What follows belongs to an exercise in optimizing a design on an open flow for small area, a short achievable clock period and few clock cycles per item; a production flow would make more cautious choices.
The RTL was checked by simulation tests, not by an equivalence proof against the original design.
Power figures rest on the tool's default switching activity, not on a simulated workload.

Setup of v52:
==> flow/design.v (excerpt) <==
module bmlp_top(
  input  wire       clk,
  input  wire       rst,
  input  wire       start,
  output reg  [6:0] dmem_addr,
  input  wire [8:0] dmem_data,
  output reg        done,
  output reg        bin_class
);
Settings: LEC_CHECK=0, ABC_CLOCK_PERIOD_IN_PS=2500, CAP_MARGIN=20, CORE_MARGIN=2, CORE_UTILIZATION=40, SETUP_SLACK_MARGIN=5, SLEW_MARGIN=20, SYNTH_MEMORY_MAX_BITS=8192; clock period 8.0 ns.
run.sh (not shown) runs the stock make flow with config.mk's settings and CLKGATE_MAP_FILE= SYNTH_SCRIPT=/design/flow/synth_recipe.tcl, a recipe that flattens the netlist after the stock synthesis.
Testbench counts of v52, summed over its fixed seeds: cycles 23,688, items 128.
The inputs of v39 differ from those of v52 as listed below.
Settings: putting CTS_CLUSTER_DIAMETER at 140 where nothing was set; clearing ABC_CLOCK_PERIOD_IN_PS, which used to be 2500; putting CTS_CLUSTER_SIZE at 22 where nothing was set; swapping 40 for 60 in CORE_UTILIZATION; putting ABC_AREA at 1 where nothing was set.
Results
The combinational fraction of design power in v39 was higher than what v52 gave. Summary of v39 over v52: fraction of power consumed by sequential logic up 7.2 points; biggest fanout along the worst timing path climbed 31; fmax now sits higher; clock power dropped 44%. Reported for v39 and v52, post-detailed-route DRC marker count turned out identical to the last digit. Taking v39 over v52, the cell count ratio works out to 0.941. Looking at final standard cell area without fillers across v39 and v52, the one that comes out lower is v39. Of v39 and v52, the lower met3 wirelength from detailed routing belongs to v39.
Changes in v53 relative to v39:
Settings: CTS_CLUSTER_SIZE: 22 -> 18; CTS_CLUSTER_DIAMETER: 140 -> 120.
## What came out
- v53 reached the final stage; the timing, DRC and antenna checks on its layout passed.
- ~same ratio of final minimum period to clock period in v39 and v53
- ~same combinational power in v39 and v53
- In the metrics for v39 and v53, the one carrying the lower clock power share is v39.
- | number of global-route vias before repair | v53 vs v39 | ≈ equal |
- Min utilization across v39 and v53: v39
- Final critical-path required period: v53 vs v39 — no meaningful difference
- Relative to v39, the first-pass GRT wire length of v53 is higher by 570 um.
- As far as all-layer global routing usage is concerned, v53 and v39 perform about the same.
- On total via count after detailed routing, v39 tracks v53 almost exactly.
- The run with more routed wire is v53, not v39.
Edits applied to the flow inputs when going from v53 to v25:
Settings: ABC_CLOCK_PERIOD_IN_PS: unset -> 3000; CORE_UTILIZATION: 60 -> 40; ABC_AREA: 1 -> unset; CTS_CLUSTER_DIAMETER: 120 -> unset; CTS_CLUSTER_SIZE: 18 -> unset.
[summary]
Between v25 and v53, the total of clock buffers placed in the layout is lower for v53.
From v53 to v25 the numbers moved as follows: number of rows created at floorplan went up by about 26%; adder-cell share of the synthesized area decreased by 0.81 points relative to the old numbers; final antenna diode count was more or less identical; routed wire length rose by 4500 um; initial antenna violation count shrank by 1.
v53 vs v25, capturing instance or port of the critical path: w0[22] vs w0[21]
v25 vs. v53: setup slack went down by 150 ps.
Looking at post-synthesis instance area across v25 and v53, the one that comes out higher is v25.
For v32, these inputs were changed with respect to v25:
Settings: SLEW_MARGIN now 10, was 20; ABC_AREA now 1, previously not set; ABC_CLOCK_PERIOD_IN_PS no longer set, was 3000; CAP_MARGIN now 10, was 20; CORE_UTILIZATION now 60, was 40.
Notes after the runs:
Overall routed net length shrinks by a few percent when moving from v25 to v32. Diff v32..v25 | footprint of the flip-flops and latches | negligible. Compared with v25, v32 degrades half-perimeter wire length after placement.
#### Input delta (v20 over v32)
Settings: swapping 10 for 20 in CAP_MARGIN; putting CTS_BUF_LIST at sky130_fd_sc_hd__clkbuf_8 where nothing was set; swapping 10 for 20 in SLEW_MARGIN; clearing ABC_AREA, which used to be 1; putting ABC_CLOCK_PERIOD_IN_PS at 3000 where nothing was set.
### Flow results
Clock skew ends up lower on v32.
Going from v32 to v20, non-clock buffer count grew by more than half.
Fraction of the core area covered by cells at the end of the flow on v20 is up relative to v32.
For the max-slew headroom at the worst pin, v20 came in 12 points higher than v32 did.
Comparing v20 and v32, the higher total global routing track utilization was measured on v20.
v32 -> v20: die area increased by a few percent
Against v32, v20 comes in 116 lower on count of multi-input gates.
Comparing v20 and v32, routed wire length is lower on v32.
Between v20 and v32, the difference in total congestion overflow is negligible.
Distinct cell type count of the synthesized netlist, v20 and v32: smaller value in v32

==> afterwards: timing with drivers on the ports <==
The results above use ideal ports. As a check the final layouts listed here were re-extracted and re-timed, cells and wires unchanged.
Step 1: set_driving_cell puts a clkbuf_16 on clk and a buf_2 on each other input, an assumption about the parent block.
Step 2 also shifts input and output timing later by t, the mid clock arrival at the registers, as if the neighbouring blocks saw the same clock.
Slacks: ideal ports / drivers / drivers and shift; pairs: ideal ports / drivers.
run	t, ns	slack for setup (ns)	worst register clock-pin slew, ns	pins driven straight from the clock port
v52	0.712	4.831 / 4.831 / 4.614	0.07 / 0.07	1
v39	0.665	4.979 / 4.979 / 4.959	0.11 / 0.11	1
v53	0.661	4.978 / 4.978 / 4.959	0.09 / 0.09	1
v25	0.712	4.831 / 4.831 / 4.614	0.07 / 0.07	1
v32	0.706	4.944 / 4.944 / 4.935	0.07 / 0.07	1
v20	0.799	5.015 / 4.988 / 4.586	0.07 / 0.07	1
After both steps every run listed still meets setup and hold. For v20, which loses most, drivers alone change the setup slack by -0.027 ns; drivers and shift together by -0.429 ns.
